This is an optimization exercise on Yosys and OpenROAD, whose aim is small area, a short achievable clock period and few clock cycles, not a production implementation. Where RTL was checked, it was by simulation tests only, not by an equivalence proof against the original. Power is estimated from default activity; no workload was simulated.

Setup of v50:
==> flow/design.v <==
module rle (
	clk,
	nreset,
	start,
	message_addr,
	message_size,
	rle_addr,
	rle_size,
	done,
        port_A_data_in,
        port_A_data_out,
        port_A_addr,
        port_A_we
	);
input	clk;
input	nreset;
input	start;
input 	[31:0] message_addr;
input	[31:0] message_size;
input	[31:0] rle_addr;
input   [31:0] port_A_data_out;
output  [31:0] port_A_data_in;
output  [15:0] port_A_addr;
output  port_A_we;
output	[31:0] rle_size;
output	done;
reg        busy;       
reg        done_r;
reg        we;         
reg        aM;         
reg        aR;         
reg        dv;         
reg        lastw;      
reg        fl;         
reg        fls;        
reg [13:0] ra;         
reg [13:0] wa;         
reg [10:0] wleft;      
reg [1:0]  nvl;        
reg [7:0]  val;        
reg [7:0]  cnt;        
reg        have;       
reg        hi;         
reg [13:0] np;         
reg [3:0]  kq;         
reg [4:0]  T;          
reg [15:0] q0, q1, q2, q3, q4;
wire [7:0] b0 = port_A_data_out[7:0];
wire [7:0] b1 = port_A_data_out[15:8];
wire [7:0] b2 = port_A_data_out[23:16];
wire [7:0] b3 = port_A_data_out[31:24];
assign port_A_we = we;
assign port_A_data_in = {q1, q0};
wire [13:0] pa = aM ? message_addr[15:2] : aR ? ra : wa;
wire [12:0] szm1 = message_size[12:0] - 13'd1;    
wire [13:0] pa1 = pa + 14'd1;           
assign port_A_addr = {pa, 2'b00};
assign rle_size = {17'd0, np, 1'b0};    
assign done = done_r;
wire part = lastw & (nvl != 2'd0);      
wire v1 = ~part | (nvl[1]);             
wire v2 = ~part | (nvl == 2'd3);        
wire v3 = ~part;                        
wire x0 = (b0 == val);
wire x1 = (b1 == b0);
wire x2 = (b2 == b1);
wire x3 = (b3 == b2);
wire s0 = hi & (cnt[1:0] == 2'd3);
wire s1 = hi & (cnt[1:0] == 2'd2);
wire s2 = hi & (cnt[1:0] == 2'd1);
wire s3 = hi & (cnt[1:0] == 2'd0);
wire B0 = ~have | ~x0 | s0;
wire B1 = v1 & (~x1 | (x0 & s1));
wire B2 = v2 & (~x2 | (x0 & x1 & s2));
wire B3 = v3 & (~x3 | (x0 & x1 & x2 & s3));
wire E0 = have & (~x0 | s0);
wire E1 = B1;
wire E2 = B2;
wire E3 = B3;
wire ke1 = E0 | E1 | E2 | E3;
wire ke2 = (E0 & (E1 | E2 | E3)) | (E1 & (E2 | E3)) | (E2 & E3);
wire ke3 = (E0 & E1 & (E2 | E3)) | (E2 & E3 & (E0 | E1));
wire ke4 = E0 & E1 & E2 & E3;
wire [7:0] cp1 = cnt + 8'd1;
wire [7:0] cp2 = cnt + 8'd2;
wire [7:0] cp3 = cnt + 8'd3;
wire n1a = E0 & E1;
wire n1b = (E0 | E1) & E2;
wire [1:0] n1c = n1a ? 2'd1 : n1b ? (E0 ? 2'd2 : 2'd1) : (E0 ? 2'd3 : E1 ? 2'd2 : 2'd1);
wire [15:0] N1 = {n1a ? b0 : n1b ? b1 : b2, 6'd0, n1c};
wire n2a = E0 & E1 & E2;
wire [1:0] n2c = n2a ? 2'd1 : (E2 ? 2'd1 : E1 ? 2'd2 : 2'd3);
wire [15:0] N2 = {n2a ? b1 : b2, 6'd0, n2c};
wire [15:0] N3 = {b2, 8'd1};
wire [2:0] nv = part ? {1'b0, nvl} : 3'd4;
wire [7:0] cnt_w = B3 ? 8'd1 : B2 ? {5'd0, nv - 3'd2} : B1 ? {5'd0, nv - 3'd1} :
                   B0 ? {5'd0, nv} : cnt + {5'd0, nv};
wire hi_w = ~(B0 | B1 | B2 | B3) & (part ? (cnt >= 8'd252 - {6'd0, nvl}) : (cnt >= 8'd248));
wire [7:0] val_w = ~v1 ? b0 : ~v2 ? b1 : ~v3 ? b2 : b3;
wire W1 = we ? T[2] : T[0];
wire W2 = we & T[3];
wire W3 = we & T[4];
wire room = ~W2;
wire fire = dv & room;                  
wire flush = fl & room;                 
wire ins = fire | flush;
wire sh = ins & W1;                     
wire [4:0] Tn = ({5{fire & W1}}  & {ke4, ke3, ke2, ke1, 1'b1}) |
                ({5{fire & ~W1}} & {1'b0, ke4, ke3, ke2, ke1}) |
                ({5{flush}}      & {3'b0, W1, 1'b1}) |
                ({5{~ins}}       & {2'b0, W3, W2, W1});
wire [3:0] kt = ({4{fire}} & {ke4, ke3, ke2, ke1}) | {3'b0, flush};
wire [15:0] M0 = (fl | E0) ? {val, cnt} : E1 ? {b0, cp1} : E2 ? {b1, cp2} : {b2, cp3};
wire we_n = flush | (fire & (W1 ? ke1 : ke2)) | (~ins & (W2 | (fls & W1)));
wire [15:0] S0 = we ? q2 : q0;
always @(posedge clk) begin
    if (~nreset) begin
        busy <= 1'b0;
        done_r <= 1'b0;
        we <= 1'b0;
        aM <= 1'b1;
        aR <= 1'b0;
    end
    else if (~busy) begin
        if (start) begin
            busy <= 1'b1;
            done_r <= 1'b0;
            we <= 1'b0;
            aM <= 1'b0;
            aR <= 1'b1;
            dv <= 1'b1;
            fl <= 1'b0;
            fls <= 1'b0;
            ra <= pa1;
            wa <= rle_addr[15:2];
            wleft <= szm1[12:2];
            lastw <= (szm1[12:2] == 11'd0);
            nvl <= message_size[1:0];
            cnt <= 8'd0;
            have <= 1'b0;
            hi <= 1'b0;
        end
    end
    else begin
        if (we) begin
            wa <= pa1;
            if (fire) dv <= 1'b0;
        end
        else begin
            if (wleft != 11'd0) begin
                ra <= pa1;
                wleft <= wleft - 11'd1;
                dv <= 1'b1;
                lastw <= (wleft == 11'd1);
            end
            else if (fire)
                dv <= 1'b0;
        end
        if (fire) begin
            val <= val_w;
            cnt <= cnt_w;
            have <= 1'b1;
            hi <= hi_w;
            if (lastw) fl <= 1'b1;
        end
        if (flush) begin
            fl <= 1'b0;
            fls <= 1'b1;
        end
        we <= we_n;
        aR <= ~we_n;
        if (we & fls & ~W1) begin
            busy <= 1'b0;
            done_r <= 1'b1;
            we <= 1'b0;
            aM <= 1'b1;
            aR <= 1'b0;
        end
    end
end
always @(posedge clk) begin
    kq <= busy ? kt : 4'd0;
    T <= busy ? Tn : 5'd0;
    if (start & ~busy)
        np <= 14'd0;
    else
        np <= np + {11'd0, kq[3], kq[1] & ~kq[3], (kq[0] & ~kq[1]) | (kq[2] & ~kq[3])};
    q0 <= ins ? (sh ? S0 : M0) : S0;
    q1 <= ins ? (sh ? M0 : N1) : q3;
    q2 <= ins ? (sh ? N1 : N2) : q4;
    q3 <= sh ? N2 : N3;
    q4 <= N3;
end
endmodule
clock: 5.0 ns
lec_check: 0
abc_area: 1
cap_margin: 20
core_margin: 2
core_utilization: 60
setup_slack_margin: 2.35
slew_margin: 20
tns_end_percent: 20
standard.sh (not shown) runs the stock make flow with config.mk's settings and CLKGATE_MAP_FILE= SYNTH_SCRIPT=/design/flow/synth_recipe.tcl, a recipe that flattens the netlist after the stock synthesis.
==> flow/flow/run.sh <==
#!/bin/bash
# The standard layout, with two changes:
# - every port is buffered by a plain buf_1 cell (the resizer may still size
#   it up) instead of the default delay buffer;
# - clock tree synthesis inserts no dummy loads.
set -euo pipefail
export BUFFER_PORTS_ARGS="-buffer_cell sky130_fd_sc_hd__buf_1"
export CTS_ARGS="-sink_clustering_enable -repair_clock_nets -dont_use_dummy_load -buf_list sky130_fd_sc_hd__clkbuf_8 -sink_clustering_size 20"
bash standard.sh > standard_flow.log 2>&1
Testbench counts of v50, summed over its fixed seeds: cycles 22,297.
--- input diff v50..v47 ---
-- flow/config.mk --
<<< v50, line 12
export SETUP_SLACK_MARGIN = 2.35
>>> v47, line 12
export SETUP_SLACK_MARGIN = 2.2
Findings:
Delta(post-CTS resize count, v47 - v50) < 0
On global-route wire length before repair, v50 tracks v47 almost exactly.
Per the comparison of v47 with v50, routed wirelength normalized by instance count shrank by 0.48 um, worst setup slack fell 0.11 ns, non-clock buffer total of the final layout dropped 14%.
Per the comparison of v47 with v50, amount of wire on met3 after detailed routing went down by 19%; core utilization went down by 2.5 points.
The power in the clock group of v50 and that of v47 are within noise of each other.
Relative to v47, the following input files were edited for v21:
-- flow/config.mk --
<<< v47, line 14
export TNS_END_PERCENT = 20
>>> v21, line 14
### Flow results
v21 vs. v47: total design power stayed essentially flat; maximum operating frequency grew by 2.4%; portion of the layout cell area used by clock cells shows no meaningful change; count of final setup violators shows no meaningful change; synthesized cell count flat.
For share of power burned in the clock network, v21 and v47 come out practically identical.
> inputs changed (v21 -> v17)
-- flow/config.mk --
<<< v21, line 11
export CORE_UTILIZATION = 60
>>> v17, line 11
export CORE_UTILIZATION = 55
### Flow results
- v21 has a lower sum of routed wire length over all layers than v17.
- Comparing v17 against v21, there is no change at all in critical path depth.
- Lower half-perimeter wire length after placement among v21 and v17: v21
- Maximum number of pins on one net before global-route repair | v17 below v21
- The synthesis-to-layout area growth of v17 exceeds that of v21 by 0.54 points.
The inputs of v27 differ from those of v17 as listed below.
-- flow/config.mk --
<<< v17, line 8
export ABC_AREA = 1
>>> v27, line 8
<<< v17, line 11
export CORE_UTILIZATION = 55
>>> v27, line 10
export CORE_UTILIZATION = 60
Findings:
No stage failed in v17, and the final checks on the layout all came back clean. v27: full flow OK, the timing, design-rule and antenna checks passed. v27 ends up with a register share of the cell area that is 0.54 points lower than in v17. v17 vs v27, critical path class: flop to output port vs input pin to flop. The floorplan row count of v27 falls short of that of v17 by 3. Compared with v17, v27 shows summed instance area of the synthesized netlist lower by about 6%. v17 -> v27: placer congestion estimate decreased by a few percent. q2[9] as the worst setup path endpoint was reported by v27, and port_A_addr[5] by v17.


rle, a different RTL version from the one above (not shown whole).
Size: about 1200 cells after synthesis, ~150 flip-flops, ~210 I/O pins, roughly 0.0091 mm^2 of cells after synthesis.
export LEC_CHECK = 0
export ABC_AREA = 1
export CAP_MARGIN = 20
export CORE_MARGIN = 2
export CORE_UTILIZATION = 60
export SETUP_SLACK_MARGIN = 2.2
export SLEW_MARGIN = 20
create_clock -name core_clock -period 5.0 [get_ports {clk}]
==> flow/flow/run.sh <==
#!/bin/bash
# The standard layout, with two changes:
# - every port is buffered by a plain buf_1 cell (the resizer may still size
#   it up) instead of the default delay buffer;
# - clock tree synthesis inserts no dummy loads.
set -euo pipefail
export BUFFER_PORTS_ARGS="-buffer_cell sky130_fd_sc_hd__buf_1"
export CTS_ARGS="-sink_clustering_enable -repair_clock_nets -dont_use_dummy_load -buf_list sky130_fd_sc_hd__clkbuf_8 -sink_clustering_size 30 -sink_clustering_max_diameter 60"
bash standard.sh > standard_flow.log 2>&1
==> next run, changes <==
==> flow/flow/run.sh (replaced) <==
#!/bin/bash
# The standard layout, with two changes:
# - every port is buffered by a plain buf_1 cell (the resizer may still size
#   it up) instead of the default delay buffer;
# - clock tree synthesis inserts no dummy loads.
set -euo pipefail
export BUFFER_PORTS_ARGS="-buffer_cell sky130_fd_sc_hd__buf_1"
export CTS_ARGS="-sink_clustering_enable -repair_clock_nets -dont_use_dummy_load -buf_list sky130_fd_sc_hd__clkbuf_8 -sink_clustering_size 20"
bash standard.sh > standard_flow.log 2>&1
Settings changed: CAP_MARGIN 20 to 5, SLEW_MARGIN 20 to 5.
Result:
- The changed run completed with no timing, DRC or antenna violations
- register-to-register slack is about the same
- cell count does not change
- final area stays the same
No run of this note included a check of the RTL's function; only the layout flow was run.


== run A ==
rle, a different RTL version from the one above (not shown whole).
Size in the first run: about 210 I/O pins, ~8700 um2 of cells after synthesis.
// rle
module rle (
	clk,
	nreset,
	start,
	message_addr,
	message_size,
	rle_addr,
	rle_size,
	done,
        port_A_data_in,
        port_A_data_out,
        port_A_addr,
        port_A_we
	);
input	clk;
input	nreset;
input	start;
input 	[31:0] message_addr;
input	[31:0] message_size;
input	[31:0] rle_addr;
input   [31:0] port_A_data_out;
output  [31:0] port_A_data_in;
output  [15:0] port_A_addr;
output  port_A_we;
output	[31:0] rle_size;
output	done;
reg        busy;       
reg        done_r;
reg        we;         
reg        aM;         
reg        aR;         
reg        dv;         
reg        lastw;      
reg        fl;         
reg        fls;        
reg [13:0] ra;         
reg [13:0] wa;         
reg [10:0] wleft;      
reg [1:0]  nvl;        
reg [7:0]  val;        
reg [7:0]  cnt;        
reg        have;       
reg        hi;         
reg [13:0] np;         
reg [3:0]  kq;         
reg [4:0]  T;          
reg [15:0] q0, q1, q2, q3, q4;
wire [7:0] b0 = port_A_data_out[7:0];
wire [7:0] b1 = port_A_data_out[15:8];
wire [7:0] b2 = port_A_data_out[23:16];
wire [7:0] b3 = port_A_data_out[31:24];
assign port_A_we = we;
assign port_A_data_in = {q1, q0};
wire [13:0] pa = aM ? message_addr[15:2] : aR ? ra : wa;
wire [12:0] szm1 = message_size[12:0] - 13'd1;    
wire [13:0] pa1 = pa + 14'd1;           
assign port_A_addr = {pa, 2'b00};
assign rle_size = {17'd0, np, 1'b0};    
assign done = done_r;
wire part = lastw & (nvl != 2'd0);      
wire v1 = ~part | (nvl[1]);             
wire v2 = ~part | (nvl == 2'd3);        
wire v3 = ~part;                        
wire x0 = (b0 == val);
wire x1 = (b1 == b0);
wire x2 = (b2 == b1);
wire x3 = (b3 == b2);
wire s0 = hi & (cnt[1:0] == 2'd3);
wire s1 = hi & (cnt[1:0] == 2'd2);
wire s2 = hi & (cnt[1:0] == 2'd1);
wire s3 = hi & (cnt[1:0] == 2'd0);
wire B0 = ~have | ~x0 | s0;
wire B1 = v1 & (~x1 | (x0 & s1));
wire B2 = v2 & (~x2 | (x0 & x1 & s2));
wire B3 = v3 & (~x3 | (x0 & x1 & x2 & s3));
wire E0 = have & (~x0 | s0);
wire E1 = B1;
wire E2 = B2;
wire E3 = B3;
wire ke1 = E0 | E1 | E2 | E3;
wire ke2 = (E0 & (E1 | E2 | E3)) | (E1 & (E2 | E3)) | (E2 & E3);
wire ke3 = (E0 & E1 & (E2 | E3)) | (E2 & E3 & (E0 | E1));
  ...
==> flow/config.mk <==
export PLATFORM = sky130hd
export DESIGN_NAME = rle
export DESIGN_NICKNAME = rle
export VERILOG_FILES = /design/flow/design.v
export SDC_FILE = /design/flow/constraint.sdc
export NUM_CORES = 4
export LEC_CHECK = 0
export CAP_MARGIN = 20
export CORE_MARGIN = 2
export CORE_UTILIZATION = 60
export CTS_BUF_LIST = sky130_fd_sc_hd__clkbuf_8
export CTS_CLUSTER_SIZE = 20
export SETUP_SLACK_MARGIN = 2.2
export SLEW_MARGIN = 20
==> flow/constraint.sdc <==
create_clock -name core_clock -period 5.0 [get_ports {clk}]
set_input_delay 1.0000 -clock core_clock [delete_from_list [all_inputs] [get_ports {clk}]]
set_output_delay 1.0000 -clock core_clock [all_outputs]
set_load 0.01 [all_outputs]
==> flow/flow/run.sh <==
#!/bin/bash
# The standard layout, with every port buffered by a plain buf_1 cell
# (the resizer may still size it up) instead of the default delay buffer.
set -euo pipefail
export BUFFER_PORTS_ARGS="-buffer_cell sky130_fd_sc_hd__buf_1"
bash standard.sh > standard_flow.log 2>&1
Testbench counts of run A, summed over its fixed seeds: cycles 22,297.
diff inputs: run A => run B
==> flow/flow/run.sh <==
#!/bin/bash
# The standard layout, with two changes:
# - every port is buffered by a plain buf_1 cell (the resizer may still size
#   it up) instead of the default delay buffer;
# - clock tree synthesis inserts no dummy loads.
set -euo pipefail
export BUFFER_PORTS_ARGS="-buffer_cell sky130_fd_sc_hd__buf_1"
export CTS_ARGS="-sink_clustering_enable -repair_clock_nets -dont_use_dummy_load -buf_list sky130_fd_sc_hd__clkbuf_8 -sink_clustering_size 20"
bash standard.sh > standard_flow.log 2>&1
--- a/flow/config.mk
+++ b/flow/config.mk
@@ -9,6 +9,4 @@
 export CORE_MARGIN = 2
-export CORE_UTILIZATION = 60
-export CTS_BUF_LIST = sky130_fd_sc_hd__clkbuf_8
-export CTS_CLUSTER_SIZE = 20
-export SETUP_SLACK_MARGIN = 2.2
+export CORE_UTILIZATION = 65
+export SETUP_SLACK_MARGIN = 2.3
 export SLEW_MARGIN = 20
[summary]
Final period demand of the worst path (run B over run A): decrease, 67 ps. Run B — critical path depth 2 lower, run A as reference. Summary: with run A as the reference, detailed-routed wire length on met3 in run B moved up by more than a quarter. Looking at count of clock buffers in the final design across run B and run A, the one that comes out lower is run B. Capture point of the critical path: port_A_addr[2] -> run B, port_A_addr[4] -> run A. Sort run B and run A by share of the clock period used by the worst path desc -> top: run A. Run B vs run A: area growth from synthesis to final layout up in run B.
Input-level comparison between run C and run B:
--- a/flow/config.mk
+++ b/flow/config.mk
@@ -7,6 +7,7 @@
 export LEC_CHECK = 0
+export ABC_AREA = 1
 export CAP_MARGIN = 20
 export CORE_MARGIN = 2
-export CORE_UTILIZATION = 65
-export SETUP_SLACK_MARGIN = 2.3
+export CORE_UTILIZATION = 60
+export SETUP_SLACK_MARGIN = 2.5
 export SLEW_MARGIN = 20
==> summary.txt <==
[compare] base=run B new=run C: unique cell type count in the Yosys netlist went down by 12; multi-input combinational gate total +181; compound-cell area share of the yosys netlist decreased 2.1 points; sequential portion of the cell area dropped 2.9 points. Delta (run C minus run B): multi-input gate share of total cell area lost 3.9 points, sum of routed wire length over all layers increased 18%. Hold slack: run C and run B compared, higher one is run C. Comparing run C and run B, part of the power in registers is higher on run B. Run C reached the final stage; the timing, design-rule and antenna checks on its layout passed. Changes observed in run C relative to run B: buffer count excluding the clock tree in the final layout saw an increase, worst setup slack increased by 130 ps relative to the old numbers.
Inputs modified between run C and run D:
==> flow/flow/run.sh <==
#!/bin/bash
# The standard layout, with every port buffered by a plain buf_1 cell
# (the resizer may still size it up) instead of the default delay buffer.
set -euo pipefail
export BUFFER_PORTS_ARGS="-buffer_cell sky130_fd_sc_hd__buf_1"
bash standard.sh > standard_flow.log 2>&1
--- a/flow/config.mk
+++ b/flow/config.mk
@@ -7,7 +7,8 @@
 export LEC_CHECK = 0
-export ABC_AREA = 1
 export CAP_MARGIN = 20
 export CORE_MARGIN = 2
-export CORE_UTILIZATION = 60
-export SETUP_SLACK_MARGIN = 2.5
+export CORE_UTILIZATION = 50
+export CTS_BUF_LIST = sky130_fd_sc_hd__clkbuf_8
+export CTS_CLUSTER_SIZE = 20
+export SETUP_SLACK_MARGIN = 2.0
 export SLEW_MARGIN = 20
==> summary.txt <==
Run D: done, clean on timing, DRC and antenna
When run D is measured against run C, its tapcell count turns out 22% higher.
Proportion of power drawn by the clock network was lower in the run labelled run C.
Note that the multi-input logic cell count recorded for run C amounts to 1.3 times the value seen in run D.
Of run C and run D, the lower highest clock rate belongs to run D.
Going from run C to run D, all-layer global routing usage decreased 4.8 points; number of antenna violations at the first check in global routing decreased 1; via total after detailed routing decreased 1,533.
Delta(fraction of power consumed by sequential logic, run D - run C) < 0

-- re-timing with driven ports --
Ports are ideal in the flow. The routed layouts listed here were re-timed in OpenROAD. Step 1 (the two cells are an assumption about what drives the block):
set clk [get_ports {clk}]
set_driving_cell -lib_cell sky130_fd_sc_hd__clkbuf_16 $clk
set_driving_cell -lib_cell sky130_fd_sc_hd__buf_2 [delete_from_list [all_inputs] $clk]
Step 2 moves the port delays by t, midway between the first and last clock arrival at a register: inputs arrive t later, outputs are due t later. That takes back most of the time a late clock gives input paths. Slacks: no drivers / after step 1 / after step 2; pairs: no drivers / after step 1.
run | shift t [ns] | slack for setup (ns) | hold WS [ns] | worst setup path at the end | clock arrival spread, ns
v50 | 0.487 | 2.339 / 2.296 / 1.938 | 0.443 / 0.443 / 0.443 | input to register | 0.026 / 0.026
v47 | 0.491 | 2.230 / 2.189 / 1.871 | 0.442 / 0.442 / 0.442 | input to register | 0.027 / 0.027
v21 | 0.488 | 2.295 / 2.253 / 1.921 | 0.442 / 0.442 / 0.442 | input to register | 0.026 / 0.026
v17 | 0.496 | 2.289 / 2.247 / 1.856 | 0.443 / 0.443 / 0.443 | input to register | 0.029 / 0.029
v27 | 0.465 | 2.164 / 2.155 / 1.691 | 0.446 / 0.446 / 0.446 | input to register | 0.024 / 0.023
the first run of note 2 | 0.476 | 2.326 / 2.299 / 1.863 | 0.442 / 0.442 / 0.442 | input to register | 0.030 / 0.030
the second run of note 2 | 0.476 | 2.326 / 2.299 / 1.863 | 0.442 / 0.442 / 0.442 | input to register | 0.030 / 0.030
run A | 0.496 | 2.231 / 2.191 / 1.770 | 0.439 / 0.439 / 0.439 | input to register | 0.019 / 0.019
run B | 0.482 | 2.298 / 2.262 / 1.831 | 0.421 / 0.421 / 0.421 | input to register | 0.020 / 0.020
run C | 0.488 | 2.425 / 2.381 / 1.929 | 0.450 / 0.450 / 0.450 | input to register | 0.015 / 0.016
run D | 0.490 | 2.031 / 2.031 / 1.546 | 0.434 / 0.434 / 0.434 | input to register | 0.013 / 0.013
After both steps setup and hold are still met in every run listed. For run C, which loses most, drivers alone change the setup slack by -0.044 ns; drivers and shift together by -0.496 ns.
